What follows belongs to an exercise in optimizing a design on an open flow for small area, a short achievable clock period and few clock cycles; a production flow would make more cautious choices. RTL that was checked went through simulation tests only; none was proved equivalent to the original. Only the layout flow was run in runs 1 and 2; the RTL was not checked for function there.

### design/flow/flow/run.sh
#!/bin/bash
# Standard layout, with the port buffers made from the smallest buffer cell
# and timing repair aimed at a setup slack of 6 ns.
set -euo pipefail
export BUFFER_PORTS_ARGS="-buffer_cell sky130_fd_sc_hd__buf_1"
bash standard.sh SETUP_SLACK_MARGIN=6 finish > standard.log 2>&1
### design/flow/standard.sh
#!/bin/bash
# synth_recipe.tcl (not shown) runs the flow's synth.tcl, then flattens the netlist and writes it again
# the make line also repeats each setting of config.mk as NAME=value (left out here)
make -C /OpenROAD-flow-scripts/flow DESIGN_CONFIG=/design/flow/config.mk WORK_HOME=/design/flow/orfs CLKGATE_MAP_FILE= SYNTH_SCRIPT=/design/flow/synth_recipe.tcl "${@:-finish}"
### design/flow/config.mk
export PLATFORM = sky130hd
export DESIGN_NAME = cordic
export DESIGN_NICKNAME = cordic
export VERILOG_FILES = /design/flow/design.v
export SDC_FILE = /design/flow/constraint.sdc
export NUM_CORES = 4
export LEC_CHECK = 0
export CAP_MARGIN = 20
export CORE_MARGIN = 2
export CORE_UTILIZATION = 40
export SLEW_MARGIN = 20
### design/flow/constraint.sdc
create_clock -name core_clock -period 10.0 [get_ports {clk}]
set_input_delay 2.0000 -clock core_clock [delete_from_list [all_inputs] [get_ports {clk}]]
set_output_delay 2.0000 -clock core_clock [all_outputs]
set_load 0.01 [all_outputs]
### design/flow/design.v
module cordic (
    input  wire        clk,
    input  wire        rst_n,
    input  wire        start,
    input  wire [15:0] x_in,
    input  wire [15:0] y_in,
    input  wire [15:0] z_in,
    output reg         done,
    output wire [15:0] x_out,
    output wire [15:0] y_out,
    output wire [15:0] z_out
);
    reg [15:0] x, y, z;
    reg        busy;
    reg [3:0]  ia, ib;
    wire [3:0] i_x = ia;
    wire [3:0] i_y = ~ib;
    wire [3:0] i_z = ia;
    function [15:0] add16;
        input [15:0] a, b;
        input ci;
        reg [15:0] p, g, pp, gg;
        begin
            p = a ^ b;
            g = a & b;
            gg = g; pp = p;
            gg[0] = g[0] | (p[0] & ci);
            gg[15] = gg[15] | (pp[15] & gg[14]); pp[15] = pp[15] & pp[14];
            gg[13] = gg[13] | (pp[13] & gg[12]); pp[13] = pp[13] & pp[12];
            gg[11] = gg[11] | (pp[11] & gg[10]); pp[11] = pp[11] & pp[10];
            gg[9] = gg[9] | (pp[9] & gg[8]); pp[9] = pp[9] & pp[8];
            gg[7] = gg[7] | (pp[7] & gg[6]); pp[7] = pp[7] & pp[6];
            gg[5] = gg[5] | (pp[5] & gg[4]); pp[5] = pp[5] & pp[4];
            gg[3] = gg[3] | (pp[3] & gg[2]); pp[3] = pp[3] & pp[2];
            gg[1] = gg[1] | (pp[1] & gg[0]); pp[1] = pp[1] & pp[0];
            gg[15] = gg[15] | (pp[15] & gg[13]); pp[15] = pp[15] & pp[13];
            gg[14] = gg[14] | (pp[14] & gg[13]); pp[14] = pp[14] & pp[13];
            gg[11] = gg[11] | (pp[11] & gg[9]); pp[11] = pp[11] & pp[9];
            gg[10] = gg[10] | (pp[10] & gg[9]); pp[10] = pp[10] & pp[9];
            gg[7] = gg[7] | (pp[7] & gg[5]); pp[7] = pp[7] & pp[5];
            gg[6] = gg[6] | (pp[6] & gg[5]); pp[6] = pp[6] & pp[5];
            gg[3] = gg[3] | (pp[3] & gg[1]); pp[3] = pp[3] & pp[1];
            gg[2] = gg[2] | (pp[2] & gg[1]); pp[2] = pp[2] & pp[1];
            gg[15] = gg[15] | (pp[15] & gg[11]); pp[15] = pp[15] & pp[11];
            gg[14] = gg[14] | (pp[14] & gg[11]); pp[14] = pp[14] & pp[11];
            gg[13] = gg[13] | (pp[13] & gg[11]); pp[13] = pp[13] & pp[11];
            gg[12] = gg[12] | (pp[12] & gg[11]); pp[12] = pp[12] & pp[11];
            gg[7] = gg[7] | (pp[7] & gg[3]); pp[7] = pp[7] & pp[3];
            gg[6] = gg[6] | (pp[6] & gg[3]); pp[6] = pp[6] & pp[3];
            gg[5] = gg[5] | (pp[5] & gg[3]); pp[5] = pp[5] & pp[3];
            gg[4] = gg[4] | (pp[4] & gg[3]); pp[4] = pp[4] & pp[3];
            gg[15] = gg[15] | (pp[15] & gg[7]); pp[15] = pp[15] & pp[7];
            gg[14] = gg[14] | (pp[14] & gg[7]); pp[14] = pp[14] & pp[7];
            gg[13] = gg[13] | (pp[13] & gg[7]); pp[13] = pp[13] & pp[7];
            gg[12] = gg[12] | (pp[12] & gg[7]); pp[12] = pp[12] & pp[7];
            gg[11] = gg[11] | (pp[11] & gg[7]); pp[11] = pp[11] & pp[7];
            gg[10] = gg[10] | (pp[10] & gg[7]); pp[10] = pp[10] & pp[7];
            gg[9] = gg[9] | (pp[9] & gg[7]); pp[9] = pp[9] & pp[7];
            gg[8] = gg[8] | (pp[8] & gg[7]); pp[8] = pp[8] & pp[7];
            add16 = p ^ {gg[14:0], ci};
        end
    endfunction
    function [15:0] zadd;
        input [3:0] i;
        input neg;
        begin
            case ({neg, i})
                {1'b0, 4'd0}: zadd = 16'he000;   
                {1'b1, 4'd0}: zadd = 16'h2000;   
                {1'b0, 4'd1}: zadd = 16'hed1c;   
                {1'b1, 4'd1}: zadd = 16'h12e4;   
                {1'b0, 4'd2}: zadd = 16'hf605;   
                {1'b1, 4'd2}: zadd = 16'h09fb;   
                {1'b0, 4'd3}: zadd = 16'hfaef;   
                {1'b1, 4'd3}: zadd = 16'h0511;   
                {1'b0, 4'd4}: zadd = 16'hfd75;   
                {1'b1, 4'd4}: zadd = 16'h028b;   
                {1'b0, 4'd5}: zadd = 16'hfeba;   
                {1'b1, 4'd5}: zadd = 16'h0146;   
                {1'b0, 4'd6}: zadd = 16'hff5d;   
                {1'b1, 4'd6}: zadd = 16'h00a3;   
                {1'b0, 4'd7}: zadd = 16'hffaf;   
                {1'b1, 4'd7}: zadd = 16'h0051;   
                {1'b0, 4'd8}: zadd = 16'hffd7;   
                {1'b1, 4'd8}: zadd = 16'h0029;   
                {1'b0, 4'd9}: zadd = 16'hffec;   
                {1'b1, 4'd9}: zadd = 16'h0014;   
                {1'b0, 4'd10}: zadd = 16'hfff6;   
                {1'b1, 4'd10}: zadd = 16'h000a;   
                {1'b0, 4'd11}: zadd = 16'hfffb;   
                {1'b1, 4'd11}: zadd = 16'h0005;   
                default: zadd = 16'h0000;
            endcase
        end
    endfunction
    function signed [15:0] shr;
        input signed [15:0] v;
        input [3:0] s;
        begin
            shr = v >>> s;
        end
    endfunction
    wire        neg = z[15];
    wire [15:0] xsi = shr(neg ? ~x : x, i_x);    
    wire [15:0] ysi = shr(neg ? y : ~y, i_y);    
    wire [15:0] xn  = add16(x, ysi, ~neg);
    wire [15:0] yn  = add16(y, xsi, neg);
    wire [15:0] zn  = add16(z, zadd(i_z, neg), 1'b0);
    always @(posedge clk) begin
        if (start) begin
            x <= x_in;
            y <= y_in;
            z <= z_in;
        end else begin
            x <= xn;
            y <= yn;
            z <= zn;
        end
    end
    always @(posedge clk) begin
        if (start) begin
            ia <= 4'd0;
            ib <= 4'd15;
        end else begin
            ia <= ia + 4'd1;
            ib <= ib - 4'd1;
        end
    end
    wire last = ia == 4'd11;
    always @(posedge clk or negedge rst_n) begin
        if (!rst_n) begin
            busy <= 1'b0;
            done <= 1'b0;
        end else begin
            done <= busy && last;
            if (start)     busy <= 1'b1;
            else if (last) busy <= 1'b0;
        end
    end
    assign x_out = x;
    assign y_out = y;
    assign z_out = z;
endmodule
==> metrics.md, run 1 <==
| Metric | Value |
|---|---|
| Run status | finished clean |
| WHS Path Cells | 1 |
| Final period util | 0.380 |
| Mux cell area share after synthesis | 0.132 |
| Detail Route met2 WL | 6790 µm |
| M1 WL | 7240 µm |
| N_diodes | 0 |
| Slew @ Worst Pin | 877 ps |
| Number of CTS-inserted buffers | 9 |
| Fmax | 0.263 GHz |
| # clock sinks | 58 |
| Final Hold Fails | 0 |
| Placed Cells incl. Taps | 936 |
| Hold Crit Class | register to register |
| Netlist cell types | 54 |
| Crit. End Element | register |
| Clock-pin transition on the worst setup and hold timing paths | 50 ps |
| Vias per cell | 5.40 |
| Mapped Cells | 696 |
| Seq cells post-synth | 58 |
| Buf+Inv Stages, Crit Path | 1 |
| Share of post-route cells with drive strength above 1 | 0.108 |
| Minimum clock period | 3800 ps |
| Largest family of logic cells by synthesized area | compound AO/OA/AOI/OAI gates |
| Number of antenna violations at the first check in global routing | 0 |
| Vias in the first global route | 4777 |
| Final ANT Viol Nets | 0 |
| Post-Synth Simple-Gate Area | 0.134 |
| Clock Skews | 8.52 ps |
| Adder-cell area share of the yosys netlist | 0.157 |
| Area Growth Syn to Fin | 15.6% |
| Non-Filler Instances | 961 |
| CP top delay family | compound AO/OA/AOI/OAI gates |
| R2R Setup Slk | 6200 ps |
| Io pins | 100 |
| Fin. max-slew vios | 0 |
| H-Tree Depth | 3 |
| Relative slew slack | 0.415 |
| Worst path slowest cell | mux2_2 |
| Final setup TNS | 0 ps |
| CTS tree | yes |
| First-pass GRT wire length | 24000 µm |
| Max layer used | met4 |
| Required @ worst endpoint | 10230 ps |
| CP most frequent cell | nor2_1 |
| Number of synthesized flops with an enable pin | 0 |
| Worst-path cell chain | buf_6 > mux2_2 > o21ai_0 > xnor2_1 > nor2_1 > a311oi_1 > o21bai_1 > ha_1 > nor2b_2 > o31ai_4 > a21oi_4 > a31oi_4 > o21bai_2 > a2111oi_2 > nor2_1 |
| Worst-skew pair later-pin latency | 350 ps |
| Top FF cell, synth | dfxtp_1 |
| Grt ovf | 0 |
| Most common cell after layout, fill and taps aside | buf_1 |
| Crit path kind | register to register |
| Total wire length | 15100 µm |
| Detailed Routing Iterations Pass 1 | 5 |
| Largest net degree at the start of global routing | 97 |
| # rows | 43 |
| Unrepaired setup endpoints after global routing | no |
| R2R cell count | 15 |
| Initial Util | 0.410 |
| Root Buffer | clkbuf_16 |
| Post-route DRC | 0 |
| Synth Area per Inst | 8.18 µm² |
| Min-Delay Endpoint | busy |
| Synth Area in XOR/XNOR | 0.106 |
| Port Buffers | 99 |
| GP Congestion | 0.843 |
| Startpoint Class | register |
| Buffer depth of the longest clock path | 2 |
| Via count | 5186 |
| Post-detail-place hpwl | 11200 µm |
| Initial DRC count | 368 |
| Crit path DAT | 4030 ps |
| Register area share after synthesis | 0.206 |
| Core ar. | 0.0139 mm² |
| FF-to-FF End | y[14] |
| Die width | 123 µm |
| Most frequent cells in the layout | buf_1 (98), nand2_1 (92), o21ai_0 (71), a21oi_1 (53), dfxtp_1 (51) |
| Compound-Gate Fraction of Synth Area | 0.209 |
| Final setup fails | 0 |
| Die area | 0.0152 mm² |
| Asr flop ratio synth | 0.0345 |
| Total GRT Usage | 0.205 |
| Reg-to-reg startpoint | ia[1] |
| WL per Instance | 15.7 µm |
| Die Y | 123 µm |
| Nets@finish | 891 |
| Syn_nets | 810 |
| CP max FO | 28 |
| CTS Hold Bufs | 0 |
| CP max stage delay | 380 ps |
| Routed wl met3 | 673 µm |
| Hold path start | busy |
| Yosys Warn Count | 1 |
| Max_cap viols | 0 |
| Synth Cell Area | 0.00569 mm² |
## routing by layer
metal | vias up | track usage
met3 | 21 | 0.0327
met4 | 0 | 0.0930
met1 | 2421 | 0.281
li1 | 2599 | -
met2 | 145 | 0.314
met5 | - | 0
## final cells by class
type,instances,area (µm²)
Inverter,30,124
Clock inverter,2,12.5
Tap cell,180,225
Sequential cell,58,1180
Timing Repair Buffer,115,517
Multi-Input combinational cell,563,4260
Clock buffer,13,260
Fill cell,1399,7300
## stage by stage
step,hold slack (ps),worst slack (ps),instance area (µm²),utilization
6_report,467,6200,6580,0.474
5_1_grt,482,5980,6580,0.474
4_1_cts,470,6020,6440,0.464
3_5_place_dp,459,5420,6130,0.442
3_3_place_gp,459,5470,6130,0.442
2_1_floorplan,442,6160,5690,-
## kinds of logic after synthesis
family	after synthesis
AO/OA/AOI/OAI	195
AND/OR/NAND/NOR	179
buffers and inverters	75
XOR/XNOR	69
adder cells (fa/ha/maj)	63
flip-flops	58
multiplexers	57
## registers in the layout, indices dropped and copies added, names as in the netlist
| register | flops |
|---|---|
| x | 16 |
| y | 16 |
| z | 16 |
| ia | 4 |
| ib | 4 |
| busy | 1 |
| done | 1 |
## how the worst max path moves through the flow
stage,startpoint,slack (ps),cells after the start,to
after detailed placement,ib[0],5420,15,x[8]
final,ia[1],6200,15,y[14]
after global placement,ib[0],5470,15,x[8]
after global routing,ia[0],5980,17,z[8]
after CTS,ia[0],6020,16,y[14]
after floorplan,ib[0],6160,16,x[8]
## synth_stat cells, types with 2 or more instances
cell,count,area (µm²)
clkinv_1,4,15.0
a31oi_1,3,18.8
nand3_1,7,35.0
buf_2,13,65.1
o21ai_1,4,20.0
o21ai_0,72,360
mux2i_1,29,290
or3_1,2,12.5
dfxtp_1,56,1120
fa_1,14,280
inv_1,26,97.6
xor2_1,32,280
nand2b_1,11,68.8
o22ai_1,6,37.5
a2bb2oi_1,2,17.5
nor3_1,3,15.0
a21o_1,10,75.1
dfrtp_1,2,50.1
o211ai_1,7,52.6
o21a_1,7,52.6
clkbuf_1,24,90.1
nor2b_1,11,68.8
mux4_2,13,293
xnor2_1,37,324
a211oi_1,7,52.6
a21oi_1,54,270
ha_1,49,613
a21oi_2,2,17.5
mux2_2,15,169
buf_1,3,11.3
a311oi_1,2,17.5
buf_4,4,30.0
nand2_1,92,345
a21boi_0,3,22.5
nor2_1,48,180
o31ai_1,3,22.5
and2_1,2,12.5
## timing repair
item	CTS	global route
setup buffers	3	7
setup endpoints to repair	10	16
resized for setup	5	23
==> inputs of run 2 (changes only) <==
--- a/design/flow/config.mk
+++ b/design/flow/config.mk
@@ -6,4 +6,5 @@
 export NUM_CORES = 4
 export LEC_CHECK = 0
+export ABC_AREA = 1
 export CAP_MARGIN = 20
 export CORE_MARGIN = 2
==> run 2 against run 1 <==
  * Fmax grew 4.5%
  * First-iteration DRC count rose by 10%
  * Cell count rose by 36%
  * Via count is 27% higher
  * Largest cell class unchanged
==> metrics.md, run 2 <==
| Metric | Value |
|---|---|
| Reg-to-reg startpoint | ib[2] |
| Initial Util | 0.407 |
| FILL cells | 1686 |
| Worst path slowest cell | dfxtp_1 |
| CP max FO | 18 |
| Synth Cell Area | 0.00615 mm² |
| Buffer depth of the longest clock path | 2 |
| Hold WS | 508 ps |
| Hold path start | busy |
| Detailed Routing Iterations Pass 1 | 5 |
| CP most frequent cell | nand2_1 |
| Unrepaired setup endpoints after global routing | no |
| Total GRT Usage | 0.220 |
| Crit path kind | register to register |
| Worst slack at placement | 5840 ps |
| Fin. max-slew vios | 0 |
| Final period util | 0.364 |
| Port Buffers | 99 |
| Netlist cell types | 36 |
| Final ANT Viol Nets | 0 |
| Worst-skew pair later-pin latency | 330 ps |
| Clock-pin transition on the worst setup and hold timing paths | 50 ps |
| Via count | 6564 |
| Grt peak-use layer | met2 |
| Met3 usage in global routing | 0.0280 |
| N_diodes | 0 |
| Final worst-path setup slack | 6360 ps |
| Crit. End Element | register |
| Area Growth Syn to Fin | 11.7% |
| Initial DRC count | 405 |
| Crit path DAT | 3860 ps |
| Worst-path cell chain | inv_1 > nand3_1 > nand2_1 > nand2_1 > nand2_1 > fa_1 > fa_1 > inv_1 > nand3_1 > nand2_1 > nand2_1 > nand2_1 > fa_1 > nand2_1 > nand2_1 |
| Share of the synthesized area in the top cell type | 0.242 |
| Vias per cell | 5.03 |
| Final setup TNS | 0 ps |
| First-pass GRT wire length | 28800 µm |
| Grt ovf | 0 |
| Number of CTS-inserted buffers | 9 |
| Register area share after synthesis | 0.191 |
| Dominant cell type by area after synthesis | nand2_1 |
| Mapped Cells | 1041 |
| Core ar. | 0.0151 mm² |
| CTS tree | yes |
| Yosys Warn Count | 1 |
| Most frequent cells in the layout | nand2_1 (396), nand3_1 (162), inv_1 (115), buf_1 (98) |
| Syn_nets | 1155 |
| Startpoint Class | register |
| # clock sinks | 58 |
| Number of antenna violations at the first check in global routing | 0 |
| Top FF cell, synth | dfxtp_1 |
| Root Buffer | clkbuf_16 |
| H-Tree Depth | 3 |
| Relative slew slack | 0.510 |
| Die area | 0.0164 mm² |
| CP max stage delay | 730 ps |
| Seq cells post-synth | 58 |
| Slew @ Worst Pin | 735 ps |
| WL per Instance | 13.3 µm |
| Io pins | 100 |
| Most common cell after layout, fill and taps aside | nand2_1 |
| Clock Skews | 5.26 ps |
| Share of post-route cells with drive strength above 1 | 0.0349 |
| Fmax | 0.275 GHz |
| Die Y | 128 µm |
| CP Launch Point | ib[2] |
| Total wire length | 17400 µm |
| GP Congestion | 0.879 |
| Grt met2 use | 0.331 |
| Final Hold Fails | 0 |
| Biggest regs | x x16, y x16, z x16 |
| Run status | finished clean |
| Post-route DRC | 0 |
| Asr flop ratio synth | 0.0345 |
| Minimum clock period | 3640 ps |
| Die width | 128 µm |
| Leading post-synthesis cells by cell area | nand2_1 (24%), dfxtp_1 (18%), nand3_1 (13%) |
| Fin util | 0.455 |
| Number of synthesized flops with an enable pin | 0 |
| # rows | 45 |
| Final setup fails | 0 |
| Largest net degree at the start of global routing | 77 |
| Hold Crit Class | register to register |
| Synth Area per Inst | 5.90 µm² |
| CP top delay family | adder cells |
| Commonest cells post-synth | nand2_1 (396), nand3_1 (162), inv_1 (117) |
| Cell with the most instances after synthesis | nand2_1 |
| Nets@finish | 1229 |
| Buf+Inv Stages, Crit Path | 2 |
| Post-detail-place hpwl | 13300 µm |
| Vias in the first global route | 5949 |
| Met1 usage | 0.325 |
| Max_cap viols | 0 |
| Required @ worst endpoint | 10230 ps |
-- run 2: cell count changes in the layout (fill, tap and decap cells not counted), sizes merged, moves of 10 or more --
cell / previous run / this run
mux2i: 29 / 0
o21ai: 76 / 44
nand2: 92 / 396
a21o: 10 / 0
nand2b: 11 / 0
mux2: 15 / 0
xnor2: 37 / 12
xor2: 32 / 14
nand3: 7 / 163
inv: 24 / 118
buf: 115 / 104
mux4: 13 / 0
nor2b: 11 / 0
-- run 2: worst paths after layout --
kind | end | slack [ps] | depth (start not counted)
setup / recovery | x[8] | 6360 | 15
hold / removal | busy | 510 | 2
setup reg to reg | x[8] | 6360 | 15
hold reg to reg | busy | 510 | 2
max in group asynchronous | busy | 8430 | 1
min in group asynchronous | done | 1440 | 1
-- run 2: repair_timing --
item,4_1_cts,5_1_grt
setup endpoints to repair,5,25
gates resized for setup,2,9
cloned,1,1
setup buffers,0,2
hold buffers,0,0
-- run 2: through the flow --
stage               instance area [µm²]  instances
floorplan                          6150       1041
global placement                   6550       1288
detailed placement                 6550       1288
CTS                                6830       1303
global route                       6870       1306
finish                             6870       1306
-- run 2: cell type report --
type                            instances  area (µm²)  area share
Tap cell                              188         235      0.0343
Inverter                              120         458      0.0667
Multi-Input combinational cell        819        4290       0.625
Clock buffer                           14         264      0.0384
Timing Repair inverter                  2        10.0     0.00146
Sequential cell                        58        1180       0.172
Timing Repair Buffer                  105         430      0.0627
-- run 2: per-layer routing --
layer	vias up	share of wire
met2	183	0.42
li1	3487	-
met4	0	0.017
met3	15	0.044
met5	-	0
met1	2879	0.52
-- run 2: cells by family (layout without fill, tap and decap cells) --
group	after synthesis	in the layout	synth area share
adder cells (fa/ha/maj)	63	63	0.145
buffers and inverters	164	241	0.111
AND/OR/NAND/NOR	619	619	0.417
AO/OA/AOI/OAI	111	111	0.0973
XOR/XNOR	26	26	0.0383
flip-flops	58	58	0.191
-- run 2: worst register-to-register path, delay by kind of cell, from the launching register on --
family,cells,cell delay (ps)
adders and majority gates,3,1260
buffers and inverters,2,540
DFF,1,730
and+or+nand+nor,10,1010
==> inputs of run 3 (changes only) <==
--- a/design/flow/design.v
+++ b/design/flow/design.v
@@ -102,8 +102,8 @@
     endfunction
     wire        neg = z[15];
-    wire [15:0] xsi = shr(neg ? ~x : x, i_x);    
-    wire [15:0] ysi = shr(neg ? y : ~y, i_y);    
-    wire [15:0] xn  = add16(x, ysi, ~neg);
-    wire [15:0] yn  = add16(y, xsi, neg);
+    wire [15:0] xs  = shr(x, i_x);
+    wire [15:0] ys  = shr(y, i_y);
+    wire [15:0] xn  = add16(x, neg ? ys : ~ys, ~neg);
+    wire [15:0] yn  = add16(y, neg ? ~xs : xs, neg);
     wire [15:0] zn  = add16(z, zadd(i_z, neg), 1'b0);
     always @(posedge clk) begin
==> design/flow/flow/run.sh (replaced) <==
#!/bin/bash
# The standard layout with three changes:
# - synthesis is the standard script, with ABC's mapping script replaced by
#   flow/abc_map.script (the registers are mapped before ABC runs, so they
#   are the standard synthesis's);
# - the port buffers are made from the smallest buffer cell;
# - timing repair aims at a setup slack of 6 ns.
set -euo pipefail
here=$(pwd)
{
  head -n 1 synth_recipe.tcl
  echo "proc abc {args} { set i [lsearch \$args -script]; lset args [expr {\$i + 1}] $here/flow/abc_map.script; yosys abc {*}\$args }"
  tail -n +2 synth_recipe.tcl
} > flow_synth.tcl
export BUFFER_PORTS_ARGS="-buffer_cell sky130_fd_sc_hd__buf_1"
bash standard.sh SYNTH_SCRIPT="$here/flow_synth.tcl" SETUP_SLACK_MARGIN=6 finish > standard.log 2>&1
==> design/flow/flow/abc_map.script (new file) <==
strash
dch
map -D 2500
topo
buffer -c
upsize -c -D 2500
dnsize -c -D 2500
--- a/design/flow/config.mk
+++ b/design/flow/config.mk
@@ -6,7 +6,10 @@
 export NUM_CORES = 4
 export LEC_CHECK = 0
-export ABC_AREA = 1
 export CAP_MARGIN = 20
 export CORE_MARGIN = 2
 export CORE_UTILIZATION = 40
+export CTS_BUF_LIST = sky130_fd_sc_hd__clkbuf_4 sky130_fd_sc_hd__clkbuf_8
+export CTS_CLUSTER_DIAMETER = 100
+export CTS_CLUSTER_SIZE = 30
+export PLACE_DENSITY = 0.8
 export SLEW_MARGIN = 20
==> run 3 against run 2 <==
  * Setup slack got worse by 100 ps
  * Die area shrank 14%
  * Still clean
  * Fmax is 2.7% lower
  * Largest cell class unchanged
  * Non-clock buffer count is 11 higher
  * Synthesized area down 14%
  * Synthesized cell count fell by 25%
  * Cell count shrank 20%
==> metrics.md, run 3 <==
| Metric | Value |
|---|---|
| Run status | finished clean |
| FF-to-FF End | z[13] |
| Biggest regs | x x16, y x16, z x16 |
| Final setup TNS | 0 ps |
| Relative slew slack | 0.440 |
| Worst-path cell chain | clkinvlp_4 > ha_1 > nor2_1 > inv_1 > o22ai_1 > ha_1 > inv_1 > fa_1 > o31ai_1 > a31oi_1 > nor2_1 > a211oi_2 > o21ai_2 > inv_1 > nor2_1 > nor2_1 > xor2_1 > o21ai_0 |
| GP Congestion | 0.936 |
| Hold Crit Class | register to register |
| Most frequent cells in the layout | nand2_1 (153), o21ai_0 (109), buf_1 (98), inv_1 (88), nor2_1 (76) |
| Crit path kind | register to register |
| Asr flop ratio synth | 0.0345 |
| Placed inst area | 0.00575 mm² |
| Largest net degree at the start of global routing | 95 |
| Vias in the first global route | 4976 |
| Clock Skews | 11.3 ps |
| # clock sinks | 58 |
| Detailed Routing Iterations Pass 1 | 5 |
| Die Y | 119 µm |
| Non-Filler Instances | 1051 |
| Fin. max-slew vios | 0 |
| First-pass GRT wire length | 23600 µm |
| R2R cell count | 18 |
| Reg-to-reg startpoint | ia[1] |
| Final Hold Fails | 0 |
| Mapped Cells | 784 |
| Buffer depth of the longest clock path | 2 |
| Nets@finish | 986 |
| Root Buffer | clkbuf_8 |
| Die area | 0.0141 mm² |
| WHS Path Cells | 2 |
| Top FF cell, synth | dfxtp_1 |
| Fmax | 0.268 GHz |
| Clock-pin transition on the worst setup and hold timing paths | 60 ps |
| WL per Instance | 14.0 µm |
| Die width | 119 µm |
| Required @ worst endpoint | 10210 ps |
| CTS tree | yes |
| Io pins | 100 |
| Yosys Warn Count | 1 |
| Hold path start | busy |
| CP max FO | 19 |
| # rows | 41 |
| Dominant cell type by area after synthesis | dfxtp_1 |
| CP max stage delay | 470 ps |
| CP most frequent cell | nor2_1 |
| Core ar. | 0.0128 mm² |
| Commonest cells post-synth | nand2_1 (153), o21ai_0 (114), inv_1 (91) |
| Most common cell after layout, fill and taps aside | nand2_1 |
| Area Growth Syn to Fin | 16.6% |
| Share of the synthesized area in the top cell type | 0.212 |
| FILL cells | 1323 |
| Seq cells post-synth | 58 |
| Cell with the most instances after synthesis | nand2_1 |
| Post-detail-place hpwl | 11000 µm |
| Max_cap viols | 0 |
| Slew @ Worst Pin | 840 ps |
| Initial Util | 0.413 |
| Leading post-synthesis cells by cell area | dfxtp_1 (21%), ha_1 (12%), nand2_1 (11%) |
| Minimum clock period | 3740 ps |
| Placed Cells incl. Taps | 1020 |
| Share of post-route cells with drive strength above 1 | 0.0626 |
| Total wire length | 14700 µm |
| Vias per cell | 5.19 |
| Worst-skew pair later-pin latency | 370 ps |
| H-Tree Depth | 3 |
| N_diodes | 0 |
| Register area share after synthesis | 0.222 |
| Crit. End Element | register |
| Final setup fails | 0 |
| Post-route cell area | 0.00616 mm² |
| Final period util | 0.374 |
| Worst path slowest cell | dfxtp_4 |
| Crit path DAT | 3950 ps |
| Synth Cell Area | 0.00528 mm² |
| Grt ovf | 0 |
| Via count | 5454 |
| Number of CTS-inserted buffers | 9 |
| Synth Area per Inst | 6.74 µm² |
| Final ANT Viol Nets | 0 |
| Netlist cell types | 33 |
| R2R Setup Slk | 6260 ps |
| Number of synthesized flops with an enable pin | 0 |
| Initial DRC count | 408 |
| Total GRT Usage | 0.207 |
| Port Buffers | 99 |
| Post-route DRC | 0 |
| Number of antenna violations at the first check in global routing | 0 |
| Min-Delay Endpoint | busy |
| Startpoint Class | register |
| Syn_nets | 896 |
| Unrepaired setup endpoints after global routing | no |
==> run 3: worst max path at each step <==
stage               endpoint  slack (ps)  cells after the start  startpoint
detailed placement     y[13]        5260                     19       ia[0]
global route           z[11]        5980                     22       ia[1]
floorplan              y[14]        6330                     18       ia[0]
CTS                    z[13]        6060                     18       ia[3]
finish                 z[13]        6260                     18       ia[1]
global placement       y[13]        5360                     19       ia[0]
==> run 3: through the flow <==
step	worst slack [ps]	hold WS [ps]	utilization
global placement	5360	484	0.450
CTS	6060	500	0.471
detailed placement	5260	484	0.450
global route	5980	554	0.482
floorplan	6330	455	-
finish	6260	494	0.482
==> run 3: area by class of cell <==
type                       count  area, µm²  share of cell area
tap                          172        215              0.0350
clock inverter                 6        105              0.0171
inverter                      95        373              0.0606
sequential                    58       1190               0.193
timing repair inverter         1       5.00            0.000813
clock buffer                  10        131              0.0213
multi-input combinational    593       3630               0.590
timing repair buffer         116        500              0.0813
==> run 3: logic make-up (layout without fill, tap and decap cells) <==
kind of cell / count (synthesis) / count (layout) / synth area share
and+or+nand+nor: 248 / 248 / 0.182
AOI/OAI and AO/OA: 223 / 223 / 0.235
buffers and inverters: 133 / 228 / 0.0952
adders and majority gates: 61 / 61 / 0.162
DFF: 58 / 58 / 0.222
xor gates and xnor gates: 49 / 49 / 0.0813
muxes: 12 / 12 / 0.0227
==> run 3: repair_timing <==
item,CTS,global route
hold buffers,0,0
endpoints found under the setup margin,29,23
setup buffers,2,12
gates resized for setup,12,17
pin swaps,0,1
gates cloned,0,1
==> run 3: metal layers <==
| metal | GRT usage | vias up | wire length (µm) |
|---|---|---|---|
| met2 | 0.346 | 171 | 6980 |
| met5 | 0 | - | 0 |
| li1 | - | 2790 | - |
| met3 | 0.0512 | 20 | 928 |
| met1 | 0.265 | 2473 | 6560 |
| met4 | 0.0573 | 0 | 199 |
==> run 3: worst max-delay path, delay by kind of cell (launching register included) <==
family | cells | cell delay [ps]
xor gates and xnor gates | 1 | 130
DFF | 1 | 470
buffers and inverters | 4 | 410
adders and majority gates | 3 | 910
AOI/OAI and AO/OA | 6 | 1150
and+or+nand+nor | 4 | 490
Testbench counts of run 3, summed over its fixed seeds: cycles 12,488.
==> inputs of run 4 (changes only) <==
--- a/design/flow/config.mk
+++ b/design/flow/config.mk
@@ -12,4 +12,3 @@
 export CTS_CLUSTER_DIAMETER = 100
 export CTS_CLUSTER_SIZE = 30
-export PLACE_DENSITY = 0.8
 export SLEW_MARGIN = 20
==> run 4 against run 3 <==
  * Die area stayed put
  * Still clean on timing, DRC and antenna
  * Synthesized cell count is the same
  * Critical path type unchanged
  * Sequential share of layout area grew 0.13 points
  * Sequential cell count stayed put
  * Critical path depth up 1
  * Setup slack gained 5.8 ps
  * Utilization down 0.47 points
  * First-iteration DRC count shrank 16%
  * Wire length is 3.1% higher
  * Clock skew down 2.9 ps
==> metrics.md, run 4 <==
| Metric | Value |
|---|---|
| Run status | finished clean |
| Post-route cell area | 0.00610 mm² |
| Post-detail-place hpwl | 11300 µm |
| Grt ovf | 0 |
| R2R cell count | 19 |
| First-pass GRT wire length | 24600 µm |
| Reg-to-reg startpoint | ia[1] |
| N_diodes | 0 |
| Leading post-synthesis cells by cell area | dfxtp_1 (21%), ha_1 (12%), nand2_1 (11%) |
| Crit. End Element | register |
| Total wire length | 15100 µm |
| Vias in the first global route | 5029 |
| Crit path kind | register to register |
| Share of the synthesized area in the top cell type | 0.212 |
| Unrepaired setup endpoints after global routing | yes |
| Final Hold Fails | 0 |
| Initial DRC count | 342 |
| Die area | 0.0141 mm² |
| Minimum clock period | 3730 ps |
| Number of antenna violations at the first check in global routing | 0 |
| Min-Delay Endpoint | busy |
| Hold path start | busy |
| Most frequent cells in the layout | nand2_1 (153), o21ai_0 (109), buf_1 (98), inv_1 (88), nor2_1 (76) |
| Initial Util | 0.413 |
| Largest net degree at the start of global routing | 71 |
| Die Y | 119 µm |
| Fmax | 0.268 GHz |
| Crit path DAT | 4030 ps |
| Via count | 5384 |
| Die width | 119 µm |
| Worst path slowest cell | dfxtp_4 |
| Mapped Cells | 784 |
| FF-to-FF End | y[13] |
| Synth Cell Area | 0.00528 mm² |
| Dominant cell type by area after synthesis | dfxtp_1 |
| Synth Area per Inst | 6.74 µm² |
| Buffer depth of the longest clock path | 2 |
| Register area share after synthesis | 0.222 |
| # rows | 41 |
| Yosys Warn Count | 1 |
| Top FF cell, synth | dfxtp_1 |
| CP max FO | 19 |
| R2R Setup Slk | 6270 ps |
| Buf+Inv Stages, Crit Path | 4 |
| Max_cap viols | 0 |
| Slew @ Worst Pin | 677 ps |
| CTS tree | yes |
| Final ANT Viol Nets | 0 |
| Biggest regs | x x16, y x16, z x16 |
| Share of post-route cells with drive strength above 1 | 0.0617 |
| CP top delay family | compound AO/OA/AOI/OAI gates |
| WL per Instance | 14.4 µm |
| Commonest cells post-synth | nand2_1 (153), o21ai_0 (114), inv_1 (91) |
| Final setup TNS | 0 ps |
| Total GRT Usage | 0.218 |
| Vias per cell | 5.14 |
| Syn_nets | 896 |
| Required @ worst endpoint | 10290 ps |
| Final setup fails | 0 |
| Worst-skew pair later-pin latency | 380 ps |
| Worst-path cell chain | clkinvlp_4 > buf_4 > buf_4 > nand2_1 > o21ai_0 > a221o_1 > o21ai_0 > xor2_1 > fa_1 > o31ai_2 > a31oi_1 > nor2_1 > a211oi_2 > o21ai_2 > inv_1 > nor2_1 > nor2_1 > xor2_1 > o21ai_0 |
| Final period util | 0.373 |
| Seq cells post-synth | 58 |
| Detailed Routing Iterations Pass 1 | 5 |
| H-Tree Depth | 3 |
| Clock-pin transition on the worst setup and hold timing paths | 70 ps |
| CTS Hold Bufs | 0 |
| Port Buffers | 99 |
| WHS Path Cells | 2 |
| Io pins | 100 |
| Post-route DRC | 0 |
| Startpoint Class | register |
| Fin. max-slew vios | 0 |
| Nets@finish | 983 |
| Hold Crit Class | register to register |
| GP Congestion | 0.925 |
| Number of CTS-inserted buffers | 9 |
| Root Buffer | clkbuf_8 |
| Core ar. | 0.0128 mm² |
| Placed inst area | 0.00575 mm² |
| Area Growth Syn to Fin | 15.4% |
| Most common cell after layout, fill and taps aside | nand2_1 |
| Cell with the most instances after synthesis | nand2_1 |
| Netlist cell types | 33 |
| CP max stage delay | 480 ps |
| Asr flop ratio synth | 0.0345 |
| # clock sinks | 58 |
| Number of synthesized flops with an enable pin | 0 |
| Relative slew slack | 0.549 |
| Clock Skews | 8.39 ps |
-- run 4: cell counts after synthesis --
Identical to the previous run, type by type.
-- run 4: metrics by stage --
stage / hold slack, ps / utilization / std cells / setup slack, ps
after floorplan: 455 / - / 784 / 6330
after global placement: 487 / 0.450 / 1021 / 5190
after detailed placement: 488 / 0.450 / 1021 / 5160
after CTS: 504 / 0.466 / 1039 / 6010
after global routing: 537 / 0.477 / 1047 / 5970
final: 500 / 0.477 / 1047 / 6270
-- run 4: worst max path at each step --
stage | slack, ps | end | from | cells past startpoint
5_1_grt | 5970 | y[11] | ia[1] | 20
3_3_place_gp | 5190 | y[13] | ia[0] | 19
2_1_floorplan | 6330 | y[14] | ia[0] | 18
4_1_cts | 6010 | y[13] | ia[0] | 19
3_5_place_dp | 5160 | y[13] | ia[0] | 19
6_report | 6270 | y[13] | ia[1] | 19
-- run 4: worst min-delay path, delay by kind of cell (launching register included) --
kind,cells,cell delay (ps)
and+or+nand+nor,1,60
AOI/OAI and AO/OA,1,80
DFF,1,330
-- run 4: cell type report --
class	count	area (µm²)
fillers	1374	6680
flip-flops and latches	58	1190
well taps	172	215
repair buffers	113	490
multi-input cells	593	3660
inverters	95	375
repair inverters	1	5.00
clock buffers	11	139
clock inverters	4	20.0
-- run 4: cells by family (layout without fill, tap and decap cells) --
logic type,after synthesis,after routing,share of synthesized area
AND/OR/NAND/NOR,248,248,0.182
flip-flops,58,58,0.222
AO/OA/AOI/OAI,223,223,0.235
buffers and inverters,133,224,0.0952
multiplexers,12,12,0.0227
adder cells (fa/ha/maj),61,61,0.162
XOR/XNOR,49,49,0.0813
-- run 4: what timing repair did --
item / 4_1_cts / 5_1_grt
resized for setup: 10 / 22
gates cloned: 0 / 1
setup buffers: 3 / 7
endpoints found under the hold margin: 0 / 0
setup endpoints to repair: 28 / 25
-- run 4: layer usage --
layer | up-vias | track usage | share of wire
met5 | - | 0 | 0
met4 | 0 | 0.0625 | 0.014
met3 | 21 | 0.0580 | 0.063
met2 | 148 | 0.367 | 0.49
met1 | 2448 | 0.274 | 0.44
li1 | 2767 | - | -
==> inputs of run 5 (changes only) <==
==> design/flow/flow/abc_map.script (replaced) <==
strash
dch
map -a
topo
buffer -c
upsize -c
dnsize -c
==> run 5 against run 4 <==
  * Via count fell by 3.1%
  * Register-to-register slack improved by 140 ps
  * Sequential cell count did not move
  * Clock skew rose by 7.0 ps
  * Non-clock buffer count fell by 12
==> metrics.md, run 5 <==
| Metric | Value |
|---|---|
| Run status | finished clean |
| Total wire length | 14600 µm |
| Largest net degree at the start of global routing | 95 |
| Die Y | 120 µm |
| Initial DRC count | 235 |
| Vias in the first global route | 5007 |
| Critical Path End | x[9] |
| Max_cap viols | 0 |
| Initial Util | 0.409 |
| Crit path kind | register to register |
| Grt ovf | 0 |
| CP max FO | 19 |
| Cell with the most instances after synthesis | nand2_1 |
| Synth Cell Area | 0.00539 mm² |
| Dominant cell type by area after synthesis | dfxtp_1 |
| M1 WL | 7090 µm |
| Buffer depth of the longest clock path | 2 |
| Number of CTS-inserted buffers | 9 |
| First-pass GRT wire length | 24600 µm |
| Mapped Cells | 784 |
| Seq cells post-synth | 58 |
| Buf+Inv Stages, Crit Path | 1 |
| Most common cell after layout, fill and taps aside | nand2_1 |
| Fin util | 0.458 |
| Port Buffers | 99 |
| Crit path DAT | 3810 ps |
| R2R Setup Slk | 6410 ps |
| R2R cell count | 15 |
| Detail Route met2 WL | 6720 µm |
| Final ANT Viol Nets | 0 |
| Worst path slowest cell | dfxtp_2 |
| Clock Skews | 15.4 ps |
| CP Launch Point | ib[0] |
| Leading post-synthesis cells by cell area | dfxtp_1 (21%), ha_1 (11%), nand2_1 (11%) |
| Final setup TNS | 0 ps |
| Biggest regs | x x16, y x16, z x16 |
| CTS tree | yes |
| Relative slew slack | 0.412 |
| Via count | 5216 |
| Total GRT Usage | 0.215 |
| Post-detail-place hpwl | 11300 µm |
| Io pins | 100 |
| Register area share after synthesis | 0.217 |
| Worst-skew pair later-pin latency | 380 ps |
| Netlist cell types | 43 |
| H-Tree Depth | 3 |
| Nets@finish | 970 |
| Root Buffer | clkbuf_8 |
| WL per Instance | 14.1 µm |
| # clock sinks | 58 |
| Share of post-route cells with drive strength above 1 | 0.0950 |
| Crit. End Element | register |
| Reg-to-reg startpoint | ib[0] |
| Max layer used | met4 |
| # rows | 42 |
| Yosys Warn Count | 1 |
| Startpoint Class | register |
| Final setup fails | 0 |
| FF-to-FF End | x[9] |
| Final period util | 0.359 |
| Number of synthesized flops with an enable pin | 0 |
| Synth Area per Inst | 6.88 µm² |
| Minimum clock period | 3590 ps |
| Detailed Routing Iterations Pass 1 | 5 |
| Top FF cell, synth | dfxtp_1 |
| Clock-pin transition on the worst setup and hold timing paths | 70 ps |
| Required @ worst endpoint | 10210 ps |
| Fmax | 0.278 GHz |
| Hold Crit Class | register to register |
| Slew @ Worst Pin | 882 ps |
| Syn_nets | 896 |
| Post-route DRC | 0 |
| Most frequent cells in the layout | nand2_1 (153), buf_1 (98), o21ai_1 (81), inv_1 (64), nor2_1 (64) |
| Die width | 120 µm |
| Final Hold Fails | 0 |
| Placed Cells incl. Taps | 1023 |
| Number of antenna violations at the first check in global routing | 0 |
| Routed wl met3 | 622 µm |
| Critical path depth in cells | 15 |
| N_diodes | 0 |
| CP most frequent cell | o21ai_1 |
| Non-Filler Instances | 1039 |
| CP max stage delay | 550 ps |
| Fin. max-slew vios | 0 |
| Unrepaired setup endpoints after global routing | yes |
| Worst-path cell chain | inv_2 > o21ai_1 > nand2_1 > a31oi_1 > o21ai_1 > nand2_1 > o21ai_0 > fa_1 > o31ai_2 > a31oi_2 > nor2_2 > a211oi_2 > fa_1 > xor2_1 > o21ai_1 |
| Area Growth Syn to Fin | 12.0% |
| Vias per cell | 5.02 |
| Asr flop ratio synth | 0.0345 |
| CP top delay family | compound AO/OA/AOI/OAI gates |
| Share of the synthesized area in the top cell type | 0.208 |
| Die area | 0.0144 mm² |
| GP Congestion | 0.919 |
| Commonest cells post-synth | nand2_1 (153), o21ai_1 (81), inv_1 (64), nor2_1 (64) |
| Core ar. | 0.0132 mm² |
-- run 5: changes by cell type after synthesis, sizes merged --
cell and change:
clkbuf -1, buf +1, inv +3, clkinv -3
-- run 5: kinds of logic (layout without fill, tap and decap cells) --
family / after synthesis / in the layout / synth area share
compound gates: 223 / 223 / 0.244
xor+xnor: 49 / 49 / 0.0796
fa+ha+maj: 61 / 61 / 0.158
buf+inv: 133 / 212 / 0.0949
flops: 58 / 58 / 0.217
mux: 12 / 12 / 0.0223
simple gates: 248 / 248 / 0.184
-- run 5: area by class of cell --
cell class                 count  area [µm²]
timing repair buffer         101         390
multi-input combinational    593        3710
clock inverter                 3        15.0
fill                        1430        7150
sequential                    58        1180
clock buffer                  13         166
tap                          176         220
inverter                      95         357
-- run 5: worst min-delay path by stage --
stage          startpoint   end  slack (ps)  cells after the start
6_report             busy  busy         480                      2
5_1_grt              busy  busy         510                      2
3_3_place_gp         busy  busy         470                      2
3_5_place_dp         busy  busy         470                      2
2_1_floorplan        busy  busy         440                      2
4_1_cts              busy  busy         480                      2
-- run 5: worst min-delay path: cells and delay by family (launching register included) --
kind | cells | cell delay (ps)
AND/OR/NAND/NOR | 1 | 50
AO/OA/AOI/OAI | 1 | 60
flip-flops | 1 | 340
-- run 5: per-layer routing --
layer  global-route usage  up-vias
li1                     -     2747
met1                0.285     2340
met2                0.353      114
met3               0.0490       15
met4               0.0559        0
met5                    0        -
-- run 5: stage by stage --
stage | area (µm²) | hold WS (ps) | setup slack, ps
6_report | 6040 | 477 | 6410
2_1_floorplan | 5390 | 440 | 6640
3_5_place_dp | 5850 | 468 | 5930
5_1_grt | 6040 | 511 | 5980
3_3_place_gp | 5850 | 465 | 6040
4_1_cts | 6030 | 485 | 6110
-- run 5: timing repair --
| item | CTS | global route |
|---|---|---|
| resized for setup | 1 | 6 |
| pin swaps | 0 | 0 |
| setup endpoints to repair | 8 | 23 |
| hold buffers | 0 | 0 |
| setup buffers | 0 | 0 |
| gates cloned | 0 | 0 |
==> inputs of run 6 (changes only) <==
--- a/design/flow/flow/run.sh
+++ b/design/flow/flow/run.sh
@@ -5,5 +5,5 @@
 #   are the standard synthesis's);
 # - the port buffers are made from the smallest buffer cell;
-# - timing repair aims at a setup slack of 6 ns.
+# - timing repair aims at a setup slack of 6.5 ns.
 set -euo pipefail
 here=$(pwd)
@@ -14,3 +14,3 @@
 } > flow_synth.tcl
 export BUFFER_PORTS_ARGS="-buffer_cell sky130_fd_sc_hd__buf_1"
-bash standard.sh SYNTH_SCRIPT="$here/flow_synth.tcl" SETUP_SLACK_MARGIN=6 finish > standard.log 2>&1
+bash standard.sh SYNTH_SCRIPT="$here/flow_synth.tcl" SETUP_SLACK_MARGIN=6.5 finish > standard.log 2>&1
==> run 6 against run 5 <==
  * Critical path depth rose by 1
  * Critical path type unchanged
  * Synthesized area unchanged
  * Sequential cell count did not move
  * Setup slack better by 170 ps
  * Worst hold slack is essentially flat
  * Die area unchanged
  * Register-to-register slack improved by 170 ps
  * Via count is 3.9% higher
  * Fmax increased by 5.1%
  * Non-clock buffer count is 27 higher
  * Critical endpoint unchanged
  * Global-route usage about the same
  * Still clean
==> metrics.md, run 6 <==
| Metric | Value |
|---|---|
| Compound-Gate Fraction of Synth Area | 0.244 |
| Area of the multi-input gates | 0.00390 mm² |
| Min-Delay Endpoint | busy |
| N_diodes | 0 |
| CP max stage delay | 400 ps |
| Unrepaired setup endpoints after global routing | yes |
| Total wire length | 15300 µm |
| Dominant cell type by area after synthesis | dfxtp_1 |
| WHS Path Cells | 2 |
| Commonest cells post-synth | nand2_1 (153), o21ai_1 (81), inv_1 (64), nor2_1 (64) |
| Final setup fails | 0 |
| Post-route DRC | 0 |
| Largest net degree at the start of global routing | 95 |
| # clock sinks | 58 |
| Worst path slowest cell | fa_1 |
| Slew @ Worst Pin | 869 ps |
| Mux cell area share after synthesis | 0.0223 |
| Biggest regs | x x16, y x16, z x16 |
| Buffer depth of the longest clock path | 2 |
| Clock-pin transition on the worst setup and hold timing paths | 70 ps |
| Synth Area per Inst | 6.88 µm² |
| Fin. max-slew vios | 0 |
| Total GRT Usage | 0.215 |
| Reg-to-reg startpoint | ib[0] |
| Detailed Routing Iterations Pass 1 | 4 |
| Area Growth Syn to Fin | 20.4% |
| Io pins | 100 |
| CP Launch Point | ib[0] |
| Non-Filler Instances | 1066 |
| Port Buffers | 99 |
| Nets@finish | 997 |
| Hold Crit Class | register to register |
| Root Buffer | clkbuf_8 |
| Hold path start | busy |
| Worst-path cell chain | buf_8 > o21ai_1 > mux2i_1 > a221oi_1 > a21oi_1 > xor2_1 > ha_1 > inv_1 > o31ai_4 > a31oi_4 > nor2_4 > a211oi_4 > buf_4 > fa_1 > xor2_1 > o21ai_1 |
| Die area | 0.0144 mm² |
| FF-to-FF End | x[9] |
| CTS tree | yes |
| Fmax | 0.292 GHz |
| Yosys Warn Count | 1 |
| Number of CTS-inserted buffers | 9 |
| Crit path DAT | 3630 ps |
| Run status | finished clean |
| Max_cap viols | 0 |
| Initial DRC count | 238 |
| Cell with the most instances after synthesis | nand2_1 |
| WL per Instance | 14.4 µm |
| # rows | 42 |
| Via count | 5419 |
| Relative slew slack | 0.420 |
| Clock Skews | 16.4 ps |
| Buf+Inv Stages, Crit Path | 3 |
| H-Tree Depth | 3 |
| Asr flop ratio synth | 0.0345 |
| Core ar. | 0.0132 mm² |
| GP Congestion | 0.919 |
| Startpoint Class | register |
| Placed Cells incl. Taps | 1023 |
| Minimum clock period | 3420 ps |
| FILL cells | 1408 |
| Adder-cell area share of the yosys netlist | 0.158 |
| Most frequent cells in the layout | nand2_1 (151), buf_1 (98), o21ai_1 (74), inv_1 (64), nor2_1 (61) |
| CP max FO | 8 |
| Die width | 120 µm |
| Number of antenna violations at the first check in global routing | 0 |
| Most common cell after layout, fill and taps aside | nand2_1 |
| Grt ovf | 0 |
| Required @ worst endpoint | 10220 ps |
| Crit. End Element | register |
| Reg area | 0.00119 mm² |
| Crit path kind | register to register |
| R2R cell count | 16 |
| Share of post-route cells with drive strength above 1 | 0.156 |
| Top FF cell, synth | dfxtp_1 |
| Register area share after synthesis | 0.217 |
| Post-Synth Simple-Gate Area | 0.184 |
| Final period util | 0.342 |
| Syn_nets | 896 |
| Post-detail-place hpwl | 11300 µm |
| R2R Setup Slk | 6580 ps |
| Netlist cell types | 43 |
| Leading post-synthesis cells by cell area | dfxtp_1 (21%), ha_1 (11%), nand2_1 (11%) |
| Final Hold Fails | 0 |
| Synth Area in XOR/XNOR | 0.0796 |
| Final setup TNS | 0 ps |
| Synth Cell Area | 0.00539 mm² |
| Fin util | 0.492 |
| Number of synthesized flops with an enable pin | 0 |
| Largest family of logic cells by synthesized area | compound AO/OA/AOI/OAI gates |
| CP top delay family | compound AO/OA/AOI/OAI gates |
| Die Y | 120 µm |
| Initial Util | 0.409 |
| Mapped Cells | 784 |
| Share of the synthesized area in the top cell type | 0.208 |
| Vias in the first global route | 5018 |
| Final ANT Viol Nets | 0 |
| First-pass GRT wire length | 24600 µm |
| Seq cells post-synth | 58 |
| Worst-skew pair later-pin latency | 380 ps |
| Vias per cell | 5.08 |
## run 6: changes by cell type in the layout (fill, tap and decap cells not counted), sizes merged
cell | previous run | this run
buf | 100 | 126
clkbuf | 14 | 15
## run 6: worst max-delay path by stage
stage	depth (start not counted)	end
2_1_floorplan	16	z[9]
3_3_place_gp	20	y[15]
3_5_place_dp	20	y[15]
4_1_cts	14	y[9]
5_1_grt	21	x[11]
6_report	16	x[9]
## run 6: per-layer routing
metal,track usage,part of all wire
met1,0.284,0.47
met2,0.355,0.47
met3,0.0490,0.046
met4,0.0559,0.018
met5,0,0
## run 6: cells by family after synthesis
family,count (synthesis)
flip-flops,58
XOR/XNOR,49
AO/OA/AOI/OAI,223
AND/OR/NAND/NOR,248
adder cells (fa/ha/maj),61
multiplexers,12
buffers and inverters,133
## run 6: timing repair
item | 4_1_cts | 5_1_grt
endpoints found under the setup margin | 33 | 27
gates resized for setup | 9 | 63
setup buffers | 1 | 26
cloned | 0 | 0
endpoints found under the hold margin | 0 | 0
hold buffers | 0 | 0
pin swaps | 0 | 28
## run 6: area by class of cell
cell class | instances | area share
clock buffers | 13 | 0.0256
clock inverters | 3 | 0.00231
inverters | 95 | 0.0569
multi-input cells | 593 | 0.601
flip-flops and latches | 58 | 0.184
well taps | 176 | 0.0339
repair buffers | 128 | 0.0966
## run 6: worst reg2reg max path: cells and delay by family, from the launching register on
kind / cells / cell delay (ps)
compound gates: 7 / 1230
fa+ha+maj: 2 / 720
flops: 1 / 380
buf+inv: 3 / 360
xor+xnor: 2 / 330
mux: 1 / 140
simple gates: 1 / 130
## run 6: through the flow
step / hold slack (ps) / setup slack, ps / instance area (µm²)
2_1_floorplan: 440 / 6640 / 5390
3_3_place_gp: 465 / 6040 / 5850
3_5_place_dp: 468 / 5930 / 5850
4_1_cts: 485 / 6490 / 6050
5_1_grt: 511 / 6370 / 6490
6_report: 478 / 6580 / 6490
==> inputs of run 7 (changes only) <==
--- a/design/flow/design.v
+++ b/design/flow/design.v
@@ -13,8 +13,6 @@
     reg [15:0] x, y, z;
     reg        busy;
-    reg [3:0]  ia, ib;
-    wire [3:0] i_x = ia;
-    wire [3:0] i_y = ~ib;
-    wire [3:0] i_z = ia;
+    reg [3:0]  it;            
+    wire [3:0] i_x = it, i_y = it, i_z = it;
     function [15:0] add16;
         input [15:0] a, b;
@@ -119,13 +117,8 @@
     end
     always @(posedge clk) begin
-        if (start) begin
-            ia <= 4'd0;
-            ib <= 4'd15;
-        end else begin
-            ia <= ia + 4'd1;
-            ib <= ib - 4'd1;
-        end
+        if (start) it <= 4'd0;
+        else       it <= it + 4'd1;
     end
-    wire last = ia == 4'd11;
+    wire last = it == 4'd11;
     always @(posedge clk or negedge rst_n) begin
         if (!rst_n) begin
--- a/design/flow/flow/run.sh
+++ b/design/flow/flow/run.sh
@@ -5,5 +5,5 @@
 #   are the standard synthesis's);
 # - the port buffers are made from the smallest buffer cell;
-# - timing repair aims at a setup slack of 6.5 ns.
+# - timing repair aims at a setup slack of 6 ns.
 set -euo pipefail
 here=$(pwd)
@@ -14,3 +14,3 @@
 } > flow_synth.tcl
 export BUFFER_PORTS_ARGS="-buffer_cell sky130_fd_sc_hd__buf_1"
-bash standard.sh SYNTH_SCRIPT="$here/flow_synth.tcl" SETUP_SLACK_MARGIN=6.5 finish > standard.log 2>&1
+bash standard.sh SYNTH_SCRIPT="$here/flow_synth.tcl" SETUP_SLACK_MARGIN=6 finish > standard.log 2>&1
==> design/flow/flow/abc_map.script (replaced) <==
strash
dch
map -D 2500
topo
buffer -c
upsize -c -D 2500
dnsize -c -D 2500
==> run 7 against run 6 <==
  * Via count down 2.8%
  * Register-to-register slack got worse by 420 ps
  * Still clean
  * Wire length is 1.9% lower
  * Highest routed layer unchanged
  * Sequential cell count fell by 4
  * Critical path depth grew 3
==> metrics.md, run 7 <==
| Metric | Value |
|---|---|
| Run status | finished clean |
| CP most frequent cell | o21ai_0 |
| Worst-skew pair later-pin latency | 340 ps |
| Total GRT Usage | 0.216 |
| Largest net degree at the start of global routing | 47 |
| # clock sinks | 54 |
| Reg-to-reg startpoint | it[0] |
| Final setup fails | 0 |
| Crit path DAT | 4100 ps |
| Crit path kind | register to register |
| Share of post-route cells with drive strength above 1 | 0.0680 |
| Io pins | 100 |
| Cell with the most instances after synthesis | nand2_1 |
| First-pass GRT wire length | 23200 µm |
| Unrepaired setup endpoints after global routing | yes |
| Final ANT Viol Nets | 0 |
| CP max stage delay | 450 ps |
| FF-to-FF End | y[13] |
| Hold Crit Class | register to register |
| Initial Util | 0.408 |
| Fin. max-slew vios | 0 |
| Dominant cell type by area after synthesis | dfxtp_1 |
| Crit. End Element | register |
| Buf+Inv Stages, Crit Path | 4 |
| Reg area | 0.00110 mm² |
| Area Growth Syn to Fin | 17.7% |
| Register area share after synthesis | 0.213 |
| CTS tree | yes |
| Buffer depth of the longest clock path | 2 |
| Initial DRC count | 370 |
| R2R Setup Slk | 6160 ps |
| Netlist cell types | 36 |
| Number of CTS-inserted buffers | 5 |
| Commonest cells post-synth | nand2_1 (153), o21ai_0 (111), inv_1 (85) |
| Final period util | 0.384 |
| Top FF cell, synth | dfxtp_1 |
| Total wire length | 15100 µm |
| Via count | 5267 |
| Clock Skews | 18.9 ps |
| Clock-pin transition on the worst setup and hold timing paths | 120 ps |
| Non-Filler Instances | 1025 |
| Nets@finish | 963 |
| Most common cell after layout, fill and taps aside | nand2_1 |
| Seq cells post-synth | 54 |
| Worst-path cell chain | buf_12 > clkbuf_16 > mux2i_1 > o21ai_0 > o21ai_0 > a32oi_1 > xor2_1 > fa_2 > o31ai_4 > a31oi_2 > nor2_1 > a211oi_2 > buf_4 > o21ai_4 > inv_1 > nor2_2 > nor2_1 > xor2_1 > o21ai_0 |
| GP Congestion | 0.931 |
| Vias per cell | 5.14 |
| Port Buffers | 99 |
| Synth Cell Area | 0.00513 mm² |
| Die Y | 117 µm |
| Core ar. | 0.0126 mm² |
| Area of the multi-input gates | 0.00369 mm² |
| Detailed Routing Iterations Pass 1 | 5 |
| FILL cells | 1351 |
| Final setup TNS | 0 ps |
| R2R cell count | 19 |
| Fmax | 0.261 GHz |
| Share of the synthesized area in the top cell type | 0.203 |
| Post-detail-place hpwl | 11000 µm |
| Placed Cells incl. Taps | 1006 |
| Syn_nets | 878 |
| Vias in the first global route | 4649 |
| Slew @ Worst Pin | 651 ps |
| Asr flop ratio synth | 0.0370 |
| Relative slew slack | 0.565 |
| Yosys Warn Count | 1 |
| Die area | 0.0137 mm² |
| Startpoint Class | register |
| Final Hold Fails | 0 |
| Post-route DRC | 0 |
| Worst path slowest cell | o21ai_0 |
| Number of synthesized flops with an enable pin | 0 |
| H-Tree Depth | 2 |
| Minimum clock period | 3840 ps |
| Min-Delay Endpoint | busy |
| N_diodes | 0 |
| Biggest regs | x x16, y x16, z x16 |
| CP top delay family | compound AO/OA/AOI/OAI gates |
| Grt ovf | 0 |
| Required @ worst endpoint | 10260 ps |
| WHS Path Cells | 2 |
| Root Buffer | clkbuf_8 |
| Synth Area per Inst | 6.69 µm² |
| Max_cap viols | 0 |
| Number of antenna violations at the first check in global routing | 0 |
| CP max FO | 11 |
| WL per Instance | 14.7 µm |
| Leading post-synthesis cells by cell area | dfxtp_1 (20%), ha_1 (12%), nand2_1 (11%) |
| Hold path start | busy |
| Die width | 117 µm |
| Mapped Cells | 767 |
| Most frequent cells in the layout | nand2_1 (153), o21ai_0 (98), buf_1 (98), inv_1 (85), nor2_1 (72) |
| # rows | 41 |
-- run 7: cell count changes after synthesis, moves of 5 or more --
cell,previous run,this run
o21ai_1,81,0
o21ai_0,30,111
inv_1,64,85
inv_2,30,1
buf_1,4,9
nor2_2,12,0
nor2_1,64,76
-- run 7: area by class of cell --
type | instances | area share
Clock buffer | 5 | 0.0114
Clock inverter | 3 | 0.00352
Inverter | 87 | 0.0549
Multi-Input combinational cell | 586 | 0.612
Sequential cell | 54 | 0.183
Tap cell | 172 | 0.0357
Timing Repair Buffer | 118 | 0.0999
-- run 7: tightest hold or removal path: stages (launching register included) --
cell	delay, ps
dfrtp_1	360
o21ai_0	80
nand2_1	50
-- run 7: repair_timing --
action,CTS,global route
hold buffers,0,0
setup endpoints to repair,40,23
gates resized for setup,20,37
gates cloned,0,2
pin swaps,1,10
setup buffers,1,8
-- run 7: metal layers --
metal | GRT usage | routed length (µm) | vias to the layer above
li1 | - | - | 2714
met5 | 0 | 0 | -
met4 | 0.0604 | 221 | 0
met3 | 0.0360 | 833 | 21
met2 | 0.328 | 6620 | 174
met1 | 0.314 | 7380 | 2358
-- run 7: how the worst max path moves through the flow --
stage / start / endpoint / cells past startpoint
after floorplan: it[1] / z[15] / 22
final: it[0] / y[13] / 19
after global placement: it[2] / z[15] / 18
after detailed placement: it[2] / y[13] / 18
after global routing: it[0] / x[9] / 21
after CTS: it[0] / y[13] / 22
-- run 7: cells by family (layout without fill, tap and decap cells) --
| kind of cell | count (synthesis) | after routing | synth area share |
|---|---|---|---|
| fa+ha+maj | 60 | 60 | 0.164 |
| mux | 10 | 10 | 0.0195 |
| flops | 54 | 54 | 0.213 |
| buf+inv | 127 | 213 | 0.0937 |
| compound gates | 215 | 215 | 0.235 |
| simple gates | 253 | 253 | 0.193 |
| xor+xnor | 48 | 48 | 0.0820 |
-- run 7: per-stage QoR --
step                       util  hold slack (ps)  area [µm²]  setup WS, ps
after floorplan               -              455        5130          6210
after global placement    0.447              486        5620          4890
after detailed placement  0.447              487        5620          4780
after CTS                 0.460              518        5780          5960
after global routing      0.480              566        6040          5950
final                     0.480              509        6040          6160
Testbench counts of run 7, summed over its fixed seeds: cycles 12,488.

==> afterwards: timing with drivers on the ports <==
Ports are ideal in the flow. The routed layouts listed here were re-timed in OpenROAD.
Step 1, drivers: a clkbuf_16 drives clk and a buf_2 each remaining input, both assumed.
Step 2 also shifts input and output timing later by t, the mid clock arrival at the registers, as if the neighbouring blocks saw the same clock.
Three values: no drivers, after step 1, after step 2; two values: the first two.
run | t (ns) | slack for setup (ns) | hold slack, ns | slew at the worst register clock pin (ns)
run 1 | 0.381 | 6.201 / 6.201 / 6.201 | 0.467 / 0.467 / 0.467 | 0.05 / 0.05
run 2 | 0.374 | 6.364 / 6.364 / 6.125 | 0.508 / 0.508 / 0.508 | 0.05 / 0.05
run 3 | 0.396 | 6.262 / 6.262 / 6.116 | 0.494 / 0.494 / 0.494 | 0.07 / 0.07
run 4 | 0.408 | 6.268 / 6.268 / 6.268 | 0.500 / 0.500 / 0.500 | 0.07 / 0.07
run 5 | 0.407 | 6.408 / 6.408 / 6.408 | 0.477 / 0.477 / 0.477 | 0.07 / 0.07
run 6 | 0.408 | 6.581 / 6.581 / 6.464 | 0.478 / 0.478 / 0.478 | 0.07 / 0.07
run 7 | 0.370 | 6.162 / 6.162 / 6.162 | 0.509 / 0.509 / 0.509 | 0.12 / 0.12
After both steps setup and hold are still met in every run listed. The setup slack of run 2, which loses most, moves by 0.000 ns with the drivers and by -0.239 ns with both steps.
